Source: an optimization exercise on an open RTL-to-GDS flow (aim: small area). Production flows keep margins and buffers that such runs may drop. Where RTL was checked, it was by simulation tests only, not by an equivalence proof against the original. The RTL of run 1 was laid out without a check of its function.

## design/flow/design.v

```verilog
module booth_enc4 (
    input  [7:0] k,
    output [3:0] one,
    output [3:0] two,
    output [3:0] neg
);
    wire [8:0] kx = {k, 1'b0};
    genvar i;
    generate
        for (i = 0; i < 4; i = i + 1) begin : dig
            wire b0 = kx[2*i];
            wire b1 = kx[2*i+1];
            wire b2 = kx[2*i+2];
            assign one[i] = b1 ^ b0;
            assign two[i] = (b2 & ~b1 & ~b0) | (~b2 & b1 & b0);
            assign neg[i] = b2;
        end
    endgenerate
endmodule
module dot3 (
    input  [3:0] one0, two0, neg0,
    input  [3:0] one1, two1, neg1,
    input  [3:0] one2, two2, neg2,
    input  [7:0] q0, q1, q2,
    output [8:0] y
);
    wire t1 = (one0[0] & q0[0]) ^ neg0[0];
    wire t2 = ((one0[0] & q0[1]) | (two0[0] & q0[0])) ^ neg0[0];
    wire t3 = ((one0[0] & q0[2]) | (two0[0] & q0[1])) ^ neg0[0];
    wire t4 = ((one0[0] & q0[3]) | (two0[0] & q0[2])) ^ neg0[0];
    wire t5 = ((one0[0] & q0[4]) | (two0[0] & q0[3])) ^ neg0[0];
    wire t6 = ((one0[0] & q0[5]) | (two0[0] & q0[4])) ^ neg0[0];
    wire t7 = ((one0[0] & q0[6]) | (two0[0] & q0[5])) ^ neg0[0];
    wire t8 = ((one0[0] & q0[7]) | (two0[0] & q0[6])) ^ neg0[0];
    wire t9 = ((one0[0] & q0[7]) | (two0[0] & q0[7])) ^ neg0[0];
    wire t10 = (one0[1] & q0[0]) ^ neg0[1];
    wire t11 = ((one0[1] & q0[1]) | (two0[1] & q0[0])) ^ neg0[1];
    wire t12 = ((one0[1] & q0[2]) | (two0[1] & q0[1])) ^ neg0[1];
    wire t13 = ((one0[1] & q0[3]) | (two0[1] & q0[2])) ^ neg0[1];
    wire t14 = ((one0[1] & q0[4]) | (two0[1] & q0[3])) ^ neg0[1];
    wire t15 = ((one0[1] & q0[5]) | (two0[1] & q0[4])) ^ neg0[1];
    wire t16 = ((one0[1] & q0[6]) | (two0[1] & q0[5])) ^ neg0[1];
    wire t17 = (one0[2] & q0[0]) ^ neg0[2];
    wire t18 = ((one0[2] & q0[1]) | (two0[2] & q0[0])) ^ neg0[2];
    wire t19 = ((one0[2] & q0[2]) | (two0[2] & q0[1])) ^ neg0[2];
    wire t20 = ((one0[2] & q0[3]) | (two0[2] & q0[2])) ^ neg0[2];
    wire t21 = ((one0[2] & q0[4]) | (two0[2] & q0[3])) ^ neg0[2];
    wire t22 = (one0[3] & q0[0]) ^ neg0[3];
    wire t23 = ((one0[3] & q0[1]) | (two0[3] & q0[0])) ^ neg0[3];
    wire t24 = ((one0[3] & q0[2]) | (two0[3] & q0[1])) ^ neg0[3];
    wire t25 = (one1[0] & q1[0]) ^ neg1[0];
    wire t26 = ((one1[0] & q1[1]) | (two1[0] & q1[0])) ^ neg1[0];
    wire t27 = ((one1[0] & q1[2]) | (two1[0] & q1[1])) ^ neg1[0];
    wire t28 = ((one1[0] & q1[3]) | (two1[0] & q1[2])) ^ neg1[0];
    wire t29 = ((one1[0] & q1[4]) | (two1[0] & q1[3])) ^ neg1[0];
    wire t30 = ((one1[0] & q1[5]) | (two1[0] & q1[4])) ^ neg1[0];
    wire t31 = ((one1[0] & q1[6]) | (two1[0] & q1[5])) ^ neg1[0];
    wire t32 = ((one1[0] & q1[7]) | (two1[0] & q1[6])) ^ neg1[0];
    wire t33 = ((one1[0] & q1[7]) | (two1[0] & q1[7])) ^ neg1[0];
    wire t34 = (one1[1] & q1[0]) ^ neg1[1];
    wire t35 = ((one1[1] & q1[1]) | (two1[1] & q1[0])) ^ neg1[1];
    wire t36 = ((one1[1] & q1[2]) | (two1[1] & q1[1])) ^ neg1[1];
    wire t37 = ((one1[1] & q1[3]) | (two1[1] & q1[2])) ^ neg1[1];
    wire t38 = ((one1[1] & q1[4]) | (two1[1] & q1[3])) ^ neg1[1];
    wire t39 = ((one1[1] & q1[5]) | (two1[1] & q1[4])) ^ neg1[1];
    wire t40 = ((one1[1] & q1[6]) | (two1[1] & q1[5])) ^ neg1[1];
    wire t41 = (one1[2] & q1[0]) ^ neg1[2];
    wire t42 = ((one1[2] & q1[1]) | (two1[2] & q1[0])) ^ neg1[2];
    wire t43 = ((one1[2] & q1[2]) | (two1[2] & q1[1])) ^ neg1[2];
    wire t44 = ((one1[2] & q1[3]) | (two1[2] & q1[2])) ^ neg1[2];
    wire t45 = ((one1[2] & q1[4]) | (two1[2] & q1[3])) ^ neg1[2];
    wire t46 = (one1[3] & q1[0]) ^ neg1[3];
    wire t47 = ((one1[3] & q1[1]) | (two1[3] & q1[0])) ^ neg1[3];
    wire t48 = ((one1[3] & q1[2]) | (two1[3] & q1[1])) ^ neg1[3];
    wire t49 = (one2[0] & q2[0]) ^ neg2[0];
    wire t50 = ((one2[0] & q2[1]) | (two2[0] & q2[0])) ^ neg2[0];
    wire t51 = ((one2[0] & q2[2]) | (two2[0] & q2[1])) ^ neg2[0];
    wire t52 = ((one2[0] & q2[3]) | (two2[0] & q2[2])) ^ neg2[0];
    wire t53 = ((one2[0] & q2[4]) | (two2[0] & q2[3])) ^ neg2[0];
    wire t54 = ((one2[0] & q2[5]) | (two2[0] & q2[4])) ^ neg2[0];
    wire t55 = ((one2[0] & q2[6]) | (two2[0] & q2[5])) ^ neg2[0];
    wire t56 = ((one2[0] & q2[7]) | (two2[0] & q2[6])) ^ neg2[0];
    wire t57 = ((one2[0] & q2[7]) | (two2[0] & q2[7])) ^ neg2[0];
    wire t58 = (one2[1] & q2[0]) ^ neg2[1];
    wire t59 = ((one2[1] & q2[1]) | (two2[1] & q2[0])) ^ neg2[1];
    wire t60 = ((one2[1] & q2[2]) | (two2[1] & q2[1])) ^ neg2[1];
    wire t61 = ((one2[1] & q2[3]) | (two2[1] & q2[2])) ^ neg2[1];
    wire t62 = ((one2[1] & q2[4]) | (two2[1] & q2[3])) ^ neg2[1];
    wire t63 = ((one2[1] & q2[5]) | (two2[1] & q2[4])) ^ neg2[1];
    wire t64 = ((one2[1] & q2[6]) | (two2[1] & q2[5])) ^ neg2[1];
    wire t65 = (one2[2] & q2[0]) ^ neg2[2];
    wire t66 = ((one2[2] & q2[1]) | (two2[2] & q2[0])) ^ neg2[2];
    wire t67 = ((one2[2] & q2[2]) | (two2[2] & q2[1])) ^ neg2[2];
    wire t68 = ((one2[2] & q2[3]) | (two2[2] & q2[2])) ^ neg2[2];
    wire t69 = ((one2[2] & q2[4]) | (two2[2] & q2[3])) ^ neg2[2];
    wire t70 = (one2[3] & q2[0]) ^ neg2[3];
    wire t71 = ((one2[3] & q2[1]) | (two2[3] & q2[0])) ^ neg2[3];
    wire t72 = ((one2[3] & q2[2]) | (two2[3] & q2[1])) ^ neg2[3];
    wire t73 = neg0[0] ^ neg1[0] ^ neg2[0];
    wire t74 = (neg0[0] & neg1[0]) | (neg2[0] & (neg0[0] ^ neg1[0]));
    wire t75 = t1 ^ t25 ^ t49;
    wire t76 = (t1 & t25) | (t49 & (t1 ^ t25));
    wire t77 = t2 ^ t26 ^ t50;
    wire t78 = (t2 & t26) | (t50 & (t2 ^ t26));
    wire t79 = t74 ^ t76;
    wire t80 = t74 & t76;
    wire t81 = neg0[1] ^ neg1[1] ^ neg2[1];
    wire t82 = (neg0[1] & neg1[1]) | (neg2[1] & (neg0[1] ^ neg1[1]));
    wire t83 = t3 ^ t10 ^ t27;
    wire t84 = (t3 & t10) | (t27 & (t3 ^ t10));
    wire t85 = t34 ^ t51 ^ t58;
    wire t86 = (t34 & t51) | (t58 & (t34 ^ t51));
    wire t87 = t81 ^ t78 ^ t83;
    wire t88 = (t81 & t78) | (t83 & (t81 ^ t78));
    wire t89 = t85 ^ t80;
    wire t90 = t85 & t80;
    wire t91 = t4 ^ t11 ^ t28;
    wire t92 = (t4 & t11) | (t28 & (t4 ^ t11));
    wire t93 = t35 ^ t52 ^ t59;
    wire t94 = (t35 & t52) | (t59 & (t35 ^ t52));
    wire t95 = t82 ^ t84 ^ t86;
    wire t96 = (t82 & t84) | (t86 & (t82 ^ t84));
    wire t97 = t91 ^ t93 ^ t90;
    wire t98 = (t91 & t93) | (t90 & (t91 ^ t93));
    wire t99 = t88 ^ t95;
    wire t100 = t88 & t95;
    wire t101 = neg0[2] ^ neg1[2] ^ neg2[2];
    wire t102 = (neg0[2] & neg1[2]) | (neg2[2] & (neg0[2] ^ neg1[2]));
    wire t103 = t5 ^ t12 ^ t17;
    wire t104 = (t5 & t12) | (t17 & (t5 ^ t12));
    wire t105 = t29 ^ t36 ^ t41;
    wire t106 = (t29 & t36) | (t41 & (t29 ^ t36));
    wire t107 = t53 ^ t60 ^ t65;
    wire t108 = (t53 & t60) | (t65 & (t53 ^ t60));
    wire t109 = t101 ^ t92 ^ t94;
    wire t110 = (t101 & t92) | (t94 & (t101 ^ t92));
    wire t111 = t103 ^ t105 ^ t107;
    wire t112 = (t103 & t105) | (t107 & (t103 ^ t105));
    wire t113 = t96 ^ t109 ^ t111;
    wire t114 = (t96 & t109) | (t111 & (t96 ^ t109));
    wire t115 = t100 ^ t98;
    wire t116 = t100 & t98;
    wire t117 = t6 ^ t13 ^ t18;
    wire t118 = (t6 & t13) | (t18 & (t6 ^ t13));
    wire t119 = t30 ^ t37 ^ t42;
    wire t120 = (t30 & t37) | (t42 & (t30 ^ t37));
    wire t121 = t54 ^ t61 ^ t66;
    wire t122 = (t54 & t61) | (t66 & (t54 ^ t61));
    wire t123 = t102 ^ t104 ^ t106;
    wire t124 = (t102 & t104) | (t106 & (t102 ^ t104));
    wire t125 = t108 ^ t117 ^ t119;
    wire t126 = (t108 & t117) | (t119 & (t108 ^ t117));
    wire t127 = t121 ^ t110 ^ t112;
    wire t128 = (t121 & t110) | (t112 & (t121 ^ t110));
    wire t129 = t123 ^ t125 ^ t127;
    wire t130 = (t123 & t125) | (t127 & (t123 ^ t125));
    wire t131 = t114 ^ t116;
    wire t132 = t114 & t116;
    wire t133 = neg0[3] ^ neg1[3] ^ neg2[3];
    wire t134 = (neg0[3] & neg1[3]) | (neg2[3] & (neg0[3] ^ neg1[3]));
    wire t135 = t7 ^ t14 ^ t19;
    wire t136 = (t7 & t14) | (t19 & (t7 ^ t14));
    wire t137 = t22 ^ t31 ^ t38;
    wire t138 = (t22 & t31) | (t38 & (t22 ^ t31));
    wire t139 = t43 ^ t46 ^ t55;
    wire t140 = (t43 & t46) | (t55 & (t43 ^ t46));
    wire t141 = t62 ^ t67 ^ t70;
    wire t142 = (t62 & t67) | (t70 & (t62 ^ t67));
    wire t143 = t133 ^ t118 ^ t120;
    wire t144 = (t133 & t118) | (t120 & (t133 ^ t118));
    wire t145 = t122 ^ t135 ^ t137;
    wire t146 = (t122 & t135) | (t137 & (t122 ^ t135));
    wire t147 = t139 ^ t141 ^ t124;
    wire t148 = (t139 & t141) | (t124 & (t139 ^ t141));
    wire t149 = t126 ^ t143 ^ t145;
    wire t150 = (t126 & t143) | (t145 & (t126 ^ t143));
    wire t151 = t147 ^ t128 ^ t149;
    wire t152 = (t147 & t128) | (t149 & (t147 ^ t128));
    wire t153 = t132 ^ t130;
    wire t154 = t132 & t130;
    wire t155 = t8 ^ t15 ^ t20;
    wire t156 = (t8 & t15) | (t20 & (t8 ^ t15));
    wire t157 = t23 ^ t32 ^ t39;
    wire t158 = (t23 & t32) | (t39 & (t23 ^ t32));
    wire t159 = t44 ^ t47 ^ t56;
    wire t160 = (t44 & t47) | (t56 & (t44 ^ t47));
    wire t161 = t63 ^ t68 ^ t71;
    wire t162 = (t63 & t68) | (t71 & (t63 ^ t68));
    wire t163 = t134 ^ t136 ^ t138;
    wire t164 = (t134 & t136) | (t138 & (t134 ^ t136));
    wire t165 = t140 ^ t142 ^ t155;
    wire t166 = (t140 & t142) | (t155 & (t140 ^ t142));
    wire t167 = t157 ^ t159 ^ t161;
    wire t168 = (t157 & t159) | (t161 & (t157 ^ t159));
    wire t169 = t144 ^ t146 ^ t163;
    wire t170 = (t144 & t146) | (t163 & (t144 ^ t146));
    wire t171 = t165 ^ t167 ^ t148;
    wire t172 = (t165 & t167) | (t148 & (t165 ^ t167));
    wire t173 = t150 ^ t169 ^ t171;
    wire t174 = (t150 & t169) | (t171 & (t150 ^ t169));
    wire t175 = t152 ^ t154;
    wire t176 = t152 & t154;
    wire t177 = t9 ^ t16 ^ t21;
    wire t178 = t24 ^ t33 ^ t40;
    wire t179 = t45 ^ t48 ^ t57;
    wire t180 = t64 ^ t69 ^ t72;
    wire t181 = t156 ^ t158 ^ t160;
    wire t182 = t162 ^ t177 ^ t178;
    wire t183 = t179 ^ t180 ^ t164;
    wire t184 = t166 ^ t168 ^ t181;
    wire t185 = t182 ^ t183 ^ t170;
    wire t186 = t184 ^ t172 ^ t185;
    wire t187 = t174 ^ t186;
    wire t188 = t73 ^ t75;
    wire t189 = t73 & t75;
    wire t190 = t77 ^ t79;
    wire t191 = t77 & t79;
    wire t192 = t87 ^ t89;
    wire t193 = t87 & t89;
    wire t194 = t99 ^ t97;
    wire t195 = t99 & t97;
    wire t196 = t113 ^ t115;
    wire t197 = t113 & t115;
    wire t198 = t129 ^ t131;
    wire t199 = t129 & t131;
    wire t200 = t151 ^ t153;
    wire t201 = t151 & t153;
    wire t202 = t173 ^ t175;
    wire t203 = t173 & t175;
    wire t204 = t176 ^ t187;
    wire t205 = t193 | (t192 & t191);
    wire t206 = t192 & t190;
    wire t207 = t197 | (t196 & t195);
    wire t208 = t196 & t194;
    wire t209 = t201 | (t200 & t199);
    wire t210 = t200 & t198;
    wire t211 = t195 | (t194 & t205);
    wire t212 = t194 & t206;
    wire t213 = t207 | (t208 & t205);
    wire t214 = t208 & t206;
    wire t215 = t203 | (t202 & t209);
    wire t216 = t202 & t210;
    wire t217 = t199 | (t198 & t213);
    wire t218 = t198 & t214;
    wire t219 = t209 | (t210 & t213);
    wire t220 = t210 & t214;
    wire t221 = t215 | (t216 & t213);
    wire t222 = t216 & t214;
    wire t223 = t191 | (t190 & t189);
    wire t224 = t205 | (t206 & t189);
    wire t225 = t211 | (t212 & t189);
    wire t226 = t213 | (t214 & t189);
    wire t227 = t217 | (t218 & t189);
    wire t228 = t219 | (t220 & t189);
    wire t229 = t221 | (t222 & t189);
    wire t230 = t190 ^ t189;
    wire t231 = t192 ^ t223;
    wire t232 = t194 ^ t224;
    wire t233 = t196 ^ t225;
    wire t234 = t198 ^ t226;
    wire t235 = t200 ^ t227;
    wire t236 = t202 ^ t228;
    wire t237 = t204 ^ t229;
    assign y = {t237, t236, t235, t234, t233, t232, t231, t230, t188};
endmodule
module Attention_top #(
    parameter INPUT_WIDTH = 8,
    parameter NUM_CODE_WIDTH = 5,
    parameter MATRIX_SIZE = 3,
    parameter ADDR_WIDTH = $clog2(MATRIX_SIZE**2<<2),
    parameter OUTPUT_WIDTH = $clog2(MATRIX_SIZE*(2**INPUT_WIDTH))-1
)(
    input clk,
    input reset_n,
    input start,
    input softmax_req,DATA_write_EN,
    input  [INPUT_WIDTH*MATRIX_SIZE-1:0] Q_INPUT,
    input [INPUT_WIDTH*MATRIX_SIZE-1:0] MATRIX_INPUT,
    output [MATRIX_SIZE*OUTPUT_WIDTH-1:0] Output_RESULT,
    input output_req
);
    reg [2:0] csel;          
    reg [2:0] ph;            
    reg       oreq_d;
    reg [2:0] osel;          
    wire act = csel[0] | csel[1] | csel[2];
    wire last = act & ph[1];   
    always @(posedge clk or negedge reset_n) begin
        if (!reset_n) begin
            csel <= 3'b000;
            oreq_d <= 1'b0;
        end else begin
            if (start) csel <= 3'b001;
            else if (ph[1]) csel <= {csel[1:0], 1'b0};
            oreq_d <= output_req;
        end
    end
    always @(posedge clk) begin
        ph <= start ? 3'b100 : {ph[1:0], ph[2]};
        if (output_req & ~oreq_d) osel <= ph;
    end
    reg [23:0] qw0, qw1, qw2;
    always @(posedge clk) begin
        if (DATA_write_EN | last) begin
            qw0 <= Q_INPUT;
            qw1 <= qw0;
            qw2 <= qw1;
        end
    end
    reg [7:0] kc0 [0:2];    
    reg [7:0] kc1 [0:2];
    reg [7:0] kc2 [0:2];
    always @(posedge clk) begin
        if (DATA_write_EN | act) begin
            kc0[0] <= kc0[1]; kc0[1] <= kc0[2];
            kc0[2] <= DATA_write_EN ? MATRIX_INPUT[23:16] : kc0[0];
            kc1[0] <= kc1[1]; kc1[1] <= kc1[2];
            kc1[2] <= DATA_write_EN ? MATRIX_INPUT[15:8] : kc1[0];
            kc2[0] <= kc2[1]; kc2[1] <= kc2[2];
            kc2[2] <= DATA_write_EN ? MATRIX_INPUT[7:0] : kc2[0];
        end
    end
    wire [3:0] one0, two0, neg0, one1, two1, neg1, one2, two2, neg2;
    booth_enc4 kenc0 (.k(kc0[0]), .one(one0), .two(two0), .neg(neg0));
    booth_enc4 kenc1 (.k(kc1[0]), .one(one1), .two(two1), .neg(neg1));
    booth_enc4 kenc2 (.k(kc2[0]), .one(one2), .two(two2), .neg(neg2));
    wire [8:0] y;
    dot3 unit (
        .one0(one0), .two0(two0), .neg0(neg0),
        .one1(one1), .two1(two1), .neg1(neg1),
        .one2(one2), .two2(two2), .neg2(neg2),
        .q0(qw2[23:16]), .q1(qw2[15:8]), .q2(qw2[7:0]),
        .y(y)
    );
    reg [26:0] rs0, rs1, rs2;
    always @(posedge clk) begin
        rs0 <= {csel[0] ? y : rs2[26:18], csel[1] ? y : rs2[17:9], csel[2] ? y : rs2[8:0]};
        rs1 <= rs0;
        rs2 <= rs1;
    end
    assign Output_RESULT = ({27{osel[0]}} & rs0) | ({27{osel[1]}} & rs1) | ({27{osel[2]}} & rs2);
endmodule
```

## design/flow/flow/run.sh

```bash
#!/bin/bash
# Own layout flow: the standard ORFS flow (standard.sh, unchanged synthesis),
# with the port buffers made of the smallest buffer cell (sky130_fd_sc_hd__buf_1)
# instead of the default choice. Every input and output port still gets a buffer.
set -euo pipefail
cd "$(dirname "$0")/.."
bash standard.sh "BUFFER_PORTS_ARGS=-buffer_cell sky130_fd_sc_hd__buf_1" finish > flow_standard.log 2>&1
```

## design/flow/standard.sh

```bash
#!/bin/bash
# synth_recipe.tcl (not shown) runs the flow's synth.tcl, then flattens the netlist and writes it again
# the make line also repeats each setting of config.mk as NAME=value (left out here)
make -C /OpenROAD-flow-scripts/flow DESIGN_CONFIG=/design/flow/config.mk WORK_HOME=/design/flow/orfs CLKGATE_MAP_FILE= SYNTH_SCRIPT=/design/flow/synth_recipe.tcl "${@:-finish}"
```

## design/flow/config.mk

```make
export PLATFORM = sky130hd
export DESIGN_NAME = Attention_top
export DESIGN_NICKNAME = Attention_top
export VERILOG_FILES = /design/flow/design.v
export SDC_FILE = /design/flow/constraint.sdc
export NUM_CORES = 4
export LEC_CHECK = 0
export ABC_AREA = 1
export CAP_MARGIN = 20
export CORE_MARGIN = 2
export CORE_UTILIZATION = 75
export CTS_CLUSTER_DIAMETER = 100
export CTS_CLUSTER_SIZE = 30
export SLEW_MARGIN = 20
```

## design/flow/constraint.sdc

```tcl
create_clock -name core_clock -period 5.0 [get_ports {clk}]
set_input_delay 1.0000 -clock core_clock [delete_from_list [all_inputs] [get_ports {clk}]]
set_output_delay 1.0000 -clock core_clock [all_outputs]
set_load 0.01 [all_outputs]
```

==> flow_summary.yaml, run 1 <==
final_layout:
  syn2layout_area_growth_pct: 10.34
  instances_no_fill: 1298
  final_area_sq_um: 11880
  fillers: 761
  nNetsFinal: 1229
  n_antenna_cell: 0
  drive_above_1_share: 0.1029
yosys:
  syn_avg_cell_area_sq_um: 10.65
  synth_flop_cell: "edfxtp_1"
  yosys.cell_count.top_type: "nand2_1"
  async_flop_share: 0.01702
  netlist_top_cells_count: "284 x nand2_1, 147 x edfxtp_1, 116 x inv_1, 84 x dfxtp_1, 67 x xor2_1"
  netlist_area_sq_um: 10770
  seq_area_frac_synth: 0.5755
  synth_area_leaders: "edfxtp_1 41%, dfxtp_1 16%, nand2_1 9.9%, fa_1 8.6%, xor2_1 5.5%"
  yosysTopAreaCellShare: 0.4100
  synth_edf_count: 147
  synth-seq-cells: 235
  synth_largest_area_cell: "edfxtp_1"
  ys_types: 32
  synth_warnings: 7
  syn_nets: 1126
  syn-instance-count: 1011
floorplanning:
  die-area_sq_um: 15330
  initial_utilization: 0.7726
  num_io_pins: 81
  fp.dieH_microns: 123.8
  placementRows: 43
  core_area_sq_um: 13930
  die_x_microns: 123.8
detailed_routing:
  vias: 7312
  drt_iter0_drc: 655
  via_per_inst: 5.633
  postRouteAntennaNets: 0
  drt-pass1-iter-count: 5
  routed_wl_microns: 22270
  wl_per_cell_microns: 17.16
  drc_errors: 0
timing:
  worst_pin_slew_ns: 1.008
  drv_slew: 0
  fmax_mhz: 207.6
  timing.final.ws_setup_ns: 0.1842
  finalClockSkew_ns: 0.01909
  period_share: 0.9632
  post-route-min-period_ns: 4.816
  slew_headroom: 0.3280
  setup_viol: 0
  finalHoldViolCount: 0
  whs_ns: 0.3492
worst_setup_path:
  cp-start-kind: "flip-flop"
  critPathMaxFanout: 5
  critical_path_class: "reg2reg"
  worst_setup_path_end_kind: "flip-flop"
  crit_arrival_ns: 5.16
  required_ns: 5.34
clocking:
  cts_root_buf: "clkbuf_16"
  cts_max_path_buffers: 3
  hold_buffers: 0
  cts_buffers: 11
  htreeDepth: 1
  clock-sinks: 235
  clkTransAtPathRegs_ns: 0.11
  cts_tree: "done"
  clk_latency_ns: 0.47
placed_design:
  hpwl_microns: 15390
  place_inst: 1261
  pre_cts_slack_ns: 0.1526
  gp_congestion: 0.9452
  dpl-instance-area_sq_um: 11290
  portBuffers: 79
job:
  cap_violations: 0
grt:
  grt_max_degree: 55
  grt_pass1_vias: 7107
  grt.total_usage: 0.2907
  grt_remaining_overflow: 0
  antenna_found_initial: 0
  grt_pass1_wl_microns: 33930
worst_hold_path:
  min_path_type: "in2async"
status:
  status: "complete, no violations"
[layout by cell type (no fill, tap or decap), types with 2 or more instances in the layout]
master,synthesis,routed
nor2_1,17,17
inv_2,9,12
o21ai_1,16,14
nand2_1,284,272
clkbuf_16,0,11
inv_4,2,2
fa_1,46,44
o21ai_0,36,35
dfxtp_1,84,84
a21oi_1,5,5
xnor2_1,4,4
o21ai_2,1,3
o22ai_1,44,38
buf_1,0,78
o22ai_2,0,6
nand3_1,57,57
clkbuf_1,17,5
a32o_1,2,2
ha_1,15,12
dfrtp_1,4,4
buf_4,3,33
ha_4,0,3
nor3_1,2,2
inv_1,116,113
clkinv_4,0,2
edfxtp_1,147,147
nor2_4,3,3
xor2_1,67,67
buf_6,5,2
nor2_2,8,8
fa_2,0,2
nand2_2,11,22
[stage by stage]
| step | setup TNS, ns | utilization |
|---|---|---|
| 3_3_place_gp | 0 | 0.8104 |
| 3_5_place_dp | 0 | 0.8104 |
| 6_report | 0 | 0.8525 |
| 2_1_floorplan | 0 | - |
| 4_1_cts | 0 | 0.8321 |
| 5_1_grt | -0.6101 | 0.8525 |
[area by class of cell]
class	instances	area, sq um	share of cell area
timing repair buffer	115	588.1	0.04950
sequential	235	6196	0.5216
inverter	128	490.5	0.04129
clock inverter	1	8.758	0.0007373
tap	180	225.2	0.01896
multi-input combinational	623	4076	0.3432
clock buffer	16	294.0	0.02475
[routing by layer]
layer / wire, microns / part of all wire / vias to the layer above / GRT usage
met1: 8995 / 0.40 / 3492 / 0.3717
met5: 0 / 0 / - / 0
met2: 11270 / 0.51 / 266 / 0.5127
li1: - / - / 3492 / -
met3: 1183 / 0.053 / 62 / 0.03480
met4: 824 / 0.037 / 0 / 0.1087
[worst max-delay path: stages, from the launching register on]
cell and delay, ns:
edfxtp_1 0.52, nand2_2 0.14, inv_1 0.07, nor2_4 0.14, inv_2 0.08, o22ai_1 0.22
xor2_1 0.14, fa_1 0.48, fa_1 0.49, inv_1 0.05, fa_1 0.49, inv_1 0.04
ha_1 0.31, inv_1 0.07, nor3_1 0.33, a21oi_1 0.15, o21ai_0 0.33, a21oi_1 0.13
xor2_1 0.37, o21ai_0 0.13
[cell families (layout without fill, tap and decap cells)]
group                      after synthesis  after routing  share of synthesized area
buffers and inverters                  153            260                    0.05881
and+or+nand+nor                        383            383                     0.1475
AOI/OAI and AO/OA                      108            108                    0.05742
xor gates and xnor gates                71             71                    0.05776
adders and majority gates               61             61                     0.1030
DFF                                    235            235                     0.5755
[final timing paths]
kind                            from      end  slack [ns]  cells past startpoint
max reg2reg                kc1[0][1]  rs0[25]        0.18                     19
min                          reset_n   oreq_d        0.35                      1
max                        kc1[0][1]  rs0[25]        0.18                     19
min reg2reg                   rs0[9]   rs1[9]        0.35                      0
max in group asynchronous    reset_n  csel[0]        4.45                      1
min in group core_clock       rs0[9]   rs1[9]        0.35                      0
[sequential cells by signal, indices dropped and copies added, names as in the netlist]
signal,cells
rs2,27
qw0,24
osel,3
rs0,27
qw1,24
qw2,24
rs1,27
csel,3
kc2,24
ph,3
oreq_d,1
kc1,24
kc0,24
[timing repair]
item                       4_1_cts  5_1_grt
setup buffers                    0       20
resized for setup                0       32
setup endpoints to repair        0        6
==> run 2: changes to the inputs <==
--- a/design/flow/design.v
+++ b/design/flow/design.v
@@ -215,4 +215,4 @@
     wire t189 = t73 & t75;
-    wire t190 = t77 ^ t79;
-    wire t191 = t77 & t79;
+    wire t190 = t77 ^ t79 ^ t189;
+    wire t191 = (t77 & t79) | (t189 & (t77 ^ t79));
     wire t192 = t87 ^ t89;
@@ -230,36 +230,30 @@
     wire t204 = t176 ^ t187;
-    wire t205 = t193 | (t192 & t191);
-    wire t206 = t192 & t190;
-    wire t207 = t197 | (t196 & t195);
-    wire t208 = t196 & t194;
-    wire t209 = t201 | (t200 & t199);
-    wire t210 = t200 & t198;
-    wire t211 = t195 | (t194 & t205);
-    wire t212 = t194 & t206;
+    wire t205 = t195 | (t194 & t193);
+    wire t206 = t194 & t192;
+    wire t207 = t199 | (t198 & t197);
+    wire t208 = t198 & t196;
+    wire t209 = t203 | (t202 & t201);
+    wire t210 = t202 & t200;
+    wire t211 = t197 | (t196 & t205);
+    wire t212 = t196 & t206;
     wire t213 = t207 | (t208 & t205);
     wire t214 = t208 & t206;
-    wire t215 = t203 | (t202 & t209);
-    wire t216 = t202 & t210;
-    wire t217 = t199 | (t198 & t213);
-    wire t218 = t198 & t214;
-    wire t219 = t209 | (t210 & t213);
-    wire t220 = t210 & t214;
-    wire t221 = t215 | (t216 & t213);
-    wire t222 = t216 & t214;
-    wire t223 = t191 | (t190 & t189);
-    wire t224 = t205 | (t206 & t189);
-    wire t225 = t211 | (t212 & t189);
-    wire t226 = t213 | (t214 & t189);
-    wire t227 = t217 | (t218 & t189);
-    wire t228 = t219 | (t220 & t189);
-    wire t229 = t221 | (t222 & t189);
-    wire t230 = t190 ^ t189;
-    wire t231 = t192 ^ t223;
-    wire t232 = t194 ^ t224;
-    wire t233 = t196 ^ t225;
-    wire t234 = t198 ^ t226;
-    wire t235 = t200 ^ t227;
-    wire t236 = t202 ^ t228;
-    wire t237 = t204 ^ t229;
-    assign y = {t237, t236, t235, t234, t233, t232, t231, t230, t188};
+    wire t215 = t201 | (t200 & t213);
+    wire t216 = t200 & t214;
+    wire t217 = t209 | (t210 & t213);
+    wire t218 = t210 & t214;
+    wire t219 = t193 | (t192 & t191);
+    wire t220 = t205 | (t206 & t191);
+    wire t221 = t211 | (t212 & t191);
+    wire t222 = t213 | (t214 & t191);
+    wire t223 = t215 | (t216 & t191);
+    wire t224 = t217 | (t218 & t191);
+    wire t225 = t192 ^ t191;
+    wire t226 = t194 ^ t219;
+    wire t227 = t196 ^ t220;
+    wire t228 = t198 ^ t221;
+    wire t229 = t200 ^ t222;
+    wire t230 = t202 ^ t223;
+    wire t231 = t204 ^ t224;
+    assign y = {t231, t230, t229, t228, t227, t226, t225, t190, t188};
 endmodule
==> flow_summary.yaml, run 2 <==
worst_setup_path:
  required_ns: 5.37
  critical_path_class: "reg2reg"
  cp-start-kind: "flip-flop"
  startpoint: "kc1[0][3]"
  worst_setup_path_end_kind: "flip-flop"
  crit_arrival_ns: 5.16
  rr_startpoint: "kc1[0][3]"
  critPathMaxFanout: 9
clocking:
  cts_max_path_buffers: 3
  cts_tree: "done"
  cts_buffers: 11
  htreeDepth: 1
  clk_latency_ns: 0.48
  clock-sinks: 235
  clkTransAtPathRegs_ns: 0.11
  cts_root_buf: "clkbuf_16"
placed_design:
  pre_cts_slack_ns: 0.1347
  gp_congestion: 0.8809
  hpwl_microns: 14720
  portBuffers: 79
  place_inst: 1221
yosys:
  netlist_area_sq_um: 10680
  synth_area_leaders: "edfxtp_1 41%, dfxtp_1 16%, nand2_1 9.5%, fa_1 8.8%, xor2_1 5.0%"
  netlist_top_cells_count: "270 x nand2_1, 147 x edfxtp_1, 99 x inv_1, 84 x dfxtp_1, 61 x xor2_1"
  synth_warnings: 7
  synth_flop_cell: "edfxtp_1"
  synth_edf_count: 147
  syn_avg_cell_area_sq_um: 10.96
  synth_largest_area_cell: "edfxtp_1"
  synth-seq-cells: 235
  yosys.cell_count.top_type: "nand2_1"
  async_flop_share: 0.01702
  seq_area_frac_synth: 0.5804
  yosysTopAreaCellShare: 0.4135
  ys_types: 35
  syn-instance-count: 974
  syn_nets: 1089
floorplanning:
  placementRows: 43
  num_io_pins: 81
  die-area_sq_um: 15200
  die_x_microns: 123.3
  initial_utilization: 0.7691
  fp.dieH_microns: 123.3
  core_area_sq_um: 13880
timing:
  whs_ns: 0.3502
  worst_pin_slew_ns: 0.9743
  timing.final.ws_setup_ns: 0.2080
  slew_headroom: 0.3505
  finalHoldViolCount: 0
  finalClockSkew_ns: 0.01846
  period_share: 0.9584
  post-route-min-period_ns: 4.792
  drv_slew: 0
  setup_viol: 0
  fmax_mhz: 208.7
status:
  status: "complete, no violations"
final_layout:
  reg.largest.list: "rs0: 27 flops, rs1: 27 flops, rs2: 27 flops"
  drive_above_1_share: 0.07283
  layout_common_cells: "265 x nand2_1, 147 x edfxtp_1, 98 x inv_1"
  nNetsFinal: 1182
  final_util: 0.8358
  layout_commonest_cell: "nand2_1"
  instances_no_fill: 1251
  syn2layout_area_growth_pct: 8.673
  n_antenna_cell: 0
worst_hold_path:
  min_path_type: "in2async"
grt:
  grt_remaining_overflow: 0
  grt.total_usage: 0.2740
  grt_max_degree: 58
  grt_pass1_vias: 6436
  antenna_found_initial: 0
  grt_pass1_wl_microns: 31530
detailed_routing:
  vias: 7081
  wl_per_cell_microns: 16.44
  via_per_inst: 5.660
  drt_iter0_drc: 641
  postRouteAntennaNets: 0
  routed_wl_microns: 20570
  drc_errors: 0
  drt-pass1-iter-count: 6
job:
  cap_violations: 0
## run 2: cell count changes after synthesis, sizes merged, moves of 7 or more
cell / delta
nand3: -7
nor2: -14
inv: -18
nand2: -14
xnor2: +7
## run 2: path summary, 6_finish.rpt
kind | slack [ns] | to | cells after the start
worst max-delay path | 0.21 | rs0[8] | 22
worst min-delay path | 0.35 | oreq_d | 1
worst max register to register | 0.21 | rs0[8] | 22
worst min register to register | 0.35 | rs1[24] | 0
max in group asynchronous | 4.45 | csel[1] | 1
min in group core_clock | 0.35 | rs1[24] | 0
## run 2: per-layer routing
| metal | up-vias | track usage | wire length (microns) |
|---|---|---|---|
| met4 | 0 | 0.06889 | 593 |
| met3 | 61 | 0.03044 | 1254 |
| met2 | 287 | 0.4564 | 10000 |
| li1 | 3388 | - | - |
| met5 | - | 0 | 0 |
| met1 | 3345 | 0.3925 | 8720 |
## run 2: through the flow
stage,instance area (sq um),setup TNS (ns)
after floorplan,10680,0
after CTS,11470,0
after global routing,11600,-0.1085
after detailed placement,11170,0
final,11600,0
after global placement,11170,0
## run 2: cell families (layout without fill, tap and decap cells)
family	count (synthesis)	in the layout	share of synthesized area
fa+ha+maj	61	61	0.1045
compound gates	110	110	0.05884
simple gates	356	356	0.1376
xor+xnor	74	74	0.06212
buf+inv	138	235	0.05649
flops	235	235	0.5804
## run 2: timing repair
item	in CTS	in global routing
buffers inserted	0	13
gates resized for setup	0	11
setup endpoints to repair	0	7
hold buffers	0	0
## run 2: area by class of cell
cell class / count / area (sq um)
multi-input combinational: 601 / 3921
sequential: 235 / 6196
inverter: 112 / 445.4
clock inverter: 1 / 6.256
tap: 180 / 225.2
clock buffer: 16 / 294.0
fill: 762 / 2280
timing repair buffer: 106 / 513.0
## run 2: critical path, stage by stage (launching register included)
cell      delay (ns)
edfxtp_1        0.53
clkinv_4        0.18
nand2_1         0.14
nand2_1         0.10
nand2_1         0.16
o22ai_1         0.10
xor2_1          0.17
fa_1            0.57
fa_1            0.45
fa_1            0.51
fa_2            0.38
xor2_1          0.18
xnor2_1         0.16
xor2_1          0.32
nand3_1         0.14
nand2_1         0.13
inv_1           0.05
nand2_1         0.08
nand2_1         0.05
nand2_1         0.07
nand2_2         0.07
nand2_1         0.08
nand2_1         0.06
==> run 3: changes to the inputs <==
--- a/design/flow/design.v
+++ b/design/flow/design.v
@@ -277,3 +277,2 @@
     reg [2:0] ph;            
-    reg       oreq_d;
     reg [2:0] osel;          
@@ -284,3 +283,2 @@
             csel <= 3'b000;
-            oreq_d <= 1'b0;
         end else begin
@@ -288,3 +286,2 @@
             else if (ph[1]) csel <= {csel[1:0], 1'b0};
-            oreq_d <= output_req;
         end
@@ -293,3 +290,3 @@
         ph <= start ? 3'b100 : {ph[1:0], ph[2]};
-        if (output_req & ~oreq_d) osel <= ph;
+        if (~output_req) osel <= {ph[1:0], ph[2]};
     end
==> flow_summary.yaml, run 3 <==
worst_setup_path:
  critical_path_class: "reg2reg"
  r2r_end: "rs0[17]"
  reg2reg_setup_slack_ns: 0.30
  critPathMaxFanout: 5
  required_ns: 5.37
  worst_setup_path_end_kind: "flip-flop"
  rr_startpoint: "kc2[0][2]"
  reg2regPathDepth: 24
  crit_arrival_ns: 5.07
  cp-start-kind: "flip-flop"
floorplanning:
  die-area_sq_um: 15220
  initial_utilization: 0.7699
  placementRows: 43
  fp.dieH_microns: 123.4
  die_x_microns: 123.4
  core_area_sq_um: 13880
  num_io_pins: 81
final_layout:
  layout_common_cells: "283 x nand2_1, 147 x edfxtp_1, 113 x inv_1"
  reg.largest.list: "rs0: 27 flops, rs1: 27 flops, rs2: 27 flops"
  n_antenna_cell: 0
  drive_above_1_share: 0.06550
  final_area_sq_um: 11540
  syn2layout_area_growth_pct: 7.950
  nNetsFinal: 1197
  instances_no_fill: 1264
  layout_commonest_cell: "nand2_1"
  fillers: 798
timing:
  setup_viol: 0
  slew_headroom: 0.3313
  period_share: 0.9407
  drv_slew: 0
  finalClockSkew_ns: 0.01532
  fmax_mhz: 212.6
  finalHoldViolCount: 0
  post-route-min-period_ns: 4.704
  fin_setup_tns_ns: 0
  worst_pin_slew_ns: 0.9992
detailed_routing:
  drt-pass1-iter-count: 6
  postRouteAntennaNets: 0
  drc_errors: 0
  vias: 7000
  drt_iter0_drc: 474
  via_per_inst: 5.538
  wl_per_cell_microns: 15.62
  routed_wl_microns: 19740
yosys:
  synthAdderAreaFrac: 0.1044
  async_flop_share: 0.01282
  syn-instance-count: 997
  syn_avg_cell_area_sq_um: 10.72
  synth_mux_area_frac: 0
  synth_edf_count: 147
  synth_area_leaders: "edfxtp_1 41%, dfxtp_1 16%, nand2_1 10%, fa_1 8.8%, xor2_1 4.8%"
  seq_area_frac_synth: 0.5774
  yosysTopAreaCellShare: 0.4131
  synth-seq-cells: 234
  yosys.cell_count.top_type: "nand2_1"
  synth_largest_area_cell: "edfxtp_1"
  netlist_area_sq_um: 10690
  synth_simple_gate_area_frac: 0.1479
  synth_warnings: 7
  synth_flop_cell: "edfxtp_1"
  syn_nets: 1112
  ys_types: 35
  synth_xor_area_frac: 0.05655
  synth_top_family_by_area: "simple AND/OR/NAND/NOR gates"
  netlist_top_cells_count: "284 x nand2_1, 147 x edfxtp_1, 116 x inv_1, 84 x dfxtp_1, 59 x xor2_1"
  synth_compound_area_frac: 0.05479
clocking:
  clock-sinks: 234
  cts_tree: "done"
  hold_buffers: 0
  clk_latency_ns: 0.47
  htreeDepth: 1
  cts_buffers: 11
  cts_root_buf: "clkbuf_16"
  clkTransAtPathRegs_ns: 0.11
  cts_max_path_buffers: 3
grt:
  antenna_found_initial: 0
  top_usage_layer: "met2"
  use_met2: 0.4427
  grt_remaining_overflow: 0
  grt_max_degree: 45
  grt_util_met3: 0.03552
  grt_pass1_wl_microns: 30630
  grt_pass1_vias: 6400
  grt.total_usage: 0.2631
  grt_use_met1: 0.3506
placed_design:
  dpl-instance-area_sq_um: 11180
  hpwl_microns: 14490
  portBuffers: 79
  place_inst: 1242
  gp_congestion: 0.9058
worst_hold_path:
  min_path_type: "in2async"
status:
  status: "complete, no violations"
job:
  cap_violations: 0
run 3: logic make-up (layout without fill, tap and decap cells):
| group | Yosys count | after routing |
|---|---|---|
| compound gates | 103 | 103 |
| flops | 234 | 234 |
| xor+xnor | 69 | 69 |
| buf+inv | 152 | 239 |
| simple gates | 378 | 378 |
| fa+ha+maj | 61 | 61 |
run 3: worst max-delay path by stage:
stage | startpoint | end | slack (ns) | depth (start not counted)
finish | kc2[0][2] | rs0[17] | 0.30 | 24
global route | kc2[0][1] | rs0[26] | -0.006 | 24
CTS | kc2[0][3] | rs0[26] | 0.22 | 22
detailed placement | kc2[0][3] | rs0[26] | 0.30 | 22
global placement | kc2[0][3] | rs0[26] | 0.39 | 22
floorplan | kc0[0][1] | rs0[26] | 0.57 | 26
run 3: timing repair:
action | 4_1_cts | 5_1_grt
buffers inserted | 0 | 7
endpoints found under the setup margin | 0 | 3
gates resized for setup | 0 | 6
run 3: worst max-delay path, stage by stage (launching register included):
cell and delay, ns:
edfxtp_1 0.48, nand2_1 0.16, inv_1 0.07, nor2_2 0.16, inv_1 0.12, o22ai_1 0.20, xor2_1 0.12, fa_1 0.45
fa_1 0.57, inv_1 0.06, fa_1 0.48, inv_1 0.05, fa_1 0.36, ha_1 0.31, ha_1 0.31, nand2_1 0.08
inv_1 0.04, nor2_1 0.14, inv_1 0.07, nand3_2 0.08, nand2_1 0.05, nand2_1 0.06, nand2_2 0.07, nand2_1 0.08
nand2_1 0.06
run 3: routing by layer:
metal / vias to the layer above / part of all wire
met5: - / 0
met4: 0 / 0.040
met3: 50 / 0.061
met2: 266 / 0.48
met1: 3285 / 0.42
li1: 3399 / -
run 3: layout make-up:
cell class	instances	area [sq um]	area share
clock inverters	1	8.758	0.0007592
repair buffers	97	445.4	0.03861
well taps	180	225.2	0.01952
clock buffers	14	286.5	0.02484
multi-input cells	611	3913	0.3392
flip-flops and latches	234	6171	0.5349
inverters	127	486.7	0.04219
run 3: through the flow:
stage                     hold slack [ns]    util  setup WS [ns]
after floorplan                    0.3306       -         0.5659
after global placement             0.3313  0.8051         0.3856
after detailed placement           0.3350  0.8051         0.2994
after CTS                          0.3451  0.8264         0.2186
after global routing               0.3419  0.8311      -0.006496
final                              0.3523  0.8311         0.2964
==> run 4: changes to the inputs <==
==> design/flow/flow/run.sh (replaced) <==
#!/bin/bash
# Own layout flow: the standard ORFS flow (standard.sh, unchanged synthesis),
# with the port buffers made of the smallest buffer cell (sky130_fd_sc_hd__buf_1)
# instead of the default choice, and clock tree synthesis without dummy loads.
# Every input and output port still gets a buffer.
set -euo pipefail
cd "$(dirname "$0")/.."
bash standard.sh "BUFFER_PORTS_ARGS=-buffer_cell sky130_fd_sc_hd__buf_1" \
  "CTS_ARGS=-sink_clustering_enable -repair_clock_nets -sink_clustering_size 30 -sink_clustering_max_diameter 100 -dont_use_dummy_load" \
  finish > flow_standard.log 2>&1
==> flow_summary.yaml, run 4 <==
status:
  status: "complete, no violations"
grt:
  use_met2: 0.4413
  top_usage_layer: "met2"
  grt_pass1_wl_microns: 30690
  grt_util_met3: 0.03644
  grt_use_met1: 0.3530
  grt_remaining_overflow: 0
  grt.total_usage: 0.2636
  grt_max_degree: 45
  grt_pass1_vias: 6394
  antenna_found_initial: 0
detailed_routing:
  drc_errors: 0
  wl_per_cell_microns: 15.67
  vias: 6956
  routed_wl_microns: 19750
  postRouteAntennaNets: 0
  drt_iter0_drc: 497
  drt-pass1-iter-count: 5
  via_per_inst: 5.521
timing:
  timing.final.ws_setup_ns: 0.2905
  slew_headroom: 0.3285
  finalHoldViolCount: 0
  post-route-min-period_ns: 4.709
  fmax_mhz: 212.3
  worst_pin_slew_ns: 1.003
  setup_viol: 0
  finalClockSkew_ns: 0.02399
  drv_slew: 0
  period_share: 0.9419
  whs_ns: 0.3550
floorplanning:
  die-area_sq_um: 15220
  placementRows: 43
  num_io_pins: 81
  fp.dieH_microns: 123.4
  initial_utilization: 0.7699
  core_area_sq_um: 13880
  die_x_microns: 123.4
worst_setup_path:
  critPathBufInv: 6
  worst_setup_path_end_kind: "flip-flop"
  rr_startpoint: "kc2[0][2]"
  crit_cells: 24
  crit_arrival_ns: 5.08
  required_ns: 5.37
  cp-start-kind: "flip-flop"
  critPathMaxFanout: 5
  critPathSlowestCell: "fa_1"
  critical_path_class: "reg2reg"
  critPathTopFamily: "adder cells"
  startpoint: "kc2[0][2]"
  slowest_delay_ns: 0.57
  reg2regPathDepth: 24
  crit_end: "rs0[26]"
  reg2reg_setup_slack_ns: 0.29
  path_cells: "nand2_1, inv_1, nor2_2, inv_1, o22ai_1, xor2_1, fa_1, fa_1, inv_1, fa_1, inv_1, fa_1, ha_1, ha_1, nand2_1, inv_1, nor2_1, inv_1, nand3_2, nand2_1, nand2_1, nand2_2, nand2_1, nand2_1"
  r2r_end: "rs0[26]"
yosys:
  netlist_top_cells_count: "284 x nand2_1, 147 x edfxtp_1, 116 x inv_1, 84 x dfxtp_1, 59 x xor2_1"
  synth_edf_count: 147
  syn_avg_cell_area_sq_um: 10.72
  synth_flop_cell: "edfxtp_1"
  yosysTopAreaCellShare: 0.4131
  syn-instance-count: 997
  netlist_area_sq_um: 10690
  yosys.cell_count.top_type: "nand2_1"
  synth_area_leaders: "edfxtp_1 41%, dfxtp_1 16%, nand2_1 10%, fa_1 8.8%, xor2_1 4.8%"
  ys_types: 35
  async_flop_share: 0.01282
  synth-seq-cells: 234
  syn_nets: 1112
  synth_largest_area_cell: "edfxtp_1"
  synth_warnings: 7
  seq_area_frac_synth: 0.5774
clocking:
  hold_buffers: 0
  cts_buffers: 11
  clkTransAtPathRegs_ns: 0.10
  clock-sinks: 234
  cts_tree: "done"
  htreeDepth: 1
  clk_latency_ns: 0.47
  cts_root_buf: "clkbuf_16"
  cts_max_path_buffers: 3
final_layout:
  layout_common_cells: "283 x nand2_1, 147 x edfxtp_1, 113 x inv_1"
  fillers: 799
  nNetsFinal: 1197
  n_antenna_cell: 0
  layout_commonest_cell: "nand2_1"
  reg.largest.list: "rs0: 27 flops, rs1: 27 flops, rs2: 27 flops"
  syn2layout_area_growth_pct: 7.762
  final_area_sq_um: 11520
  final_util: 0.8296
  drive_above_1_share: 0.06481
placed_design:
  hpwl_microns: 14490
  dpl-instance-area_sq_um: 11180
  gp_congestion: 0.9058
  pre_cts_slack_ns: 0.2994
  portBuffers: 79
job:
  cap_violations: 0
worst_hold_path:
  min_path_type: "in2async"
-- run 4: cell counts after synthesis --
No cell type changed its count.
-- run 4: metal layers --
metal / routed length (microns) / vias to the layer above
li1: - / 3393
met1: 8340 / 3262
met2: 9454 / 248
met3: 1127 / 53
met4: 823 / 0
met5: 0 / -
-- run 4: logic make-up after synthesis --
family	count (synthesis)	share of synthesized area
XOR/XNOR	69	0.05655
AND/OR/NAND/NOR	378	0.1479
adder cells (fa/ha/maj)	61	0.1044
AO/OA/AOI/OAI	103	0.05479
buffers and inverters	152	0.05889
flip-flops	234	0.5774
-- run 4: worst min path at each step --
stage                    to  slack, ns  depth (start not counted)
detailed placement  rs1[11]       0.34                          0
global route        csel[2]       0.34                          1
finish              csel[2]       0.36                          1
CTS                 csel[0]       0.35                          1
floorplan           rs1[25]       0.33                          0
global placement    rs2[20]       0.33                          0
-- run 4: cell type report --
class / instances / area (sq um) / share of cell area
Tap cell: 180 / 225.2 / 0.01956
Multi-Input combinational cell: 611 / 3913 / 0.3397
Clock buffer: 11 / 275.3 / 0.02390
Inverter: 127 / 486.7 / 0.04226
Timing Repair Buffer: 97 / 445.4 / 0.03868
Sequential cell: 234 / 6171 / 0.5359
-- run 4: stage by stage --
stage | TNS [ns] | cells
after floorplan | 0 | 997
after global placement | 0 | 1242
after detailed placement | 0 | 1242
after CTS | 0 | 1253
after global routing | -0.003498 | 1260
final | 0 | 1260
-- run 4: worst register-to-register path, delay by kind of cell, from the launching register on --
kind / cells / cell delay (ns)
adders and majority gates: 6 / 2.48
xor gates and xnor gates: 1 / 0.12
and+or+nand+nor: 10 / 0.93
DFF: 1 / 0.49
buffers and inverters: 6 / 0.41
AOI/OAI and AO/OA: 1 / 0.20
-- run 4: timing repair --
action	in CTS	in global routing
resized for setup	0	6
endpoints found under the setup margin	0	3
setup buffers	0	7

[afterwards: timing with drivers on the ports]
The flow's constraints put no driver on any port. The routed layouts listed below were extracted and timed again, unchanged, in two steps. Step 1 (the two cells are an assumption about what drives the block):
set clk [get_ports {clk}]
set_driving_cell -lib_cell sky130_fd_sc_hd__clkbuf_16 $clk
set_driving_cell -lib_cell sky130_fd_sc_hd__buf_2 [delete_from_list [all_inputs] $clk]
Step 2 times the ports against the registers' clock, not the clock port: input delays grow and output delays shrink by t, the midpoint of the rising clock arrivals with the driver on. a / b / c = ideal ports / drivers / drivers and shift; a / b = the first two.
| run | t (ns) | slack for setup (ns) | hold WS [ns] | worst setup path after step 2 | clock arrival spread, ns |
|---|---|---|---|---|---|
| run 1 | 0.507 | 0.184 / 0.184 / 0.184 | 0.349 / 0.335 / 0.349 | register to register | 0.019 / 0.020 |
| run 2 | 0.504 | 0.208 / 0.208 / 0.208 | 0.350 / 0.334 / 0.352 | register to register | 0.021 / 0.021 |
| run 3 | 0.506 | 0.296 / 0.296 / 0.296 | 0.352 / 0.332 / 0.354 | register to register | 0.015 / 0.015 |
| run 4 | 0.497 | 0.291 / 0.291 / 0.291 | 0.355 / 0.340 / 0.355 | register to register | 0.025 / 0.025 |
After both steps setup and hold are still met in every run listed.
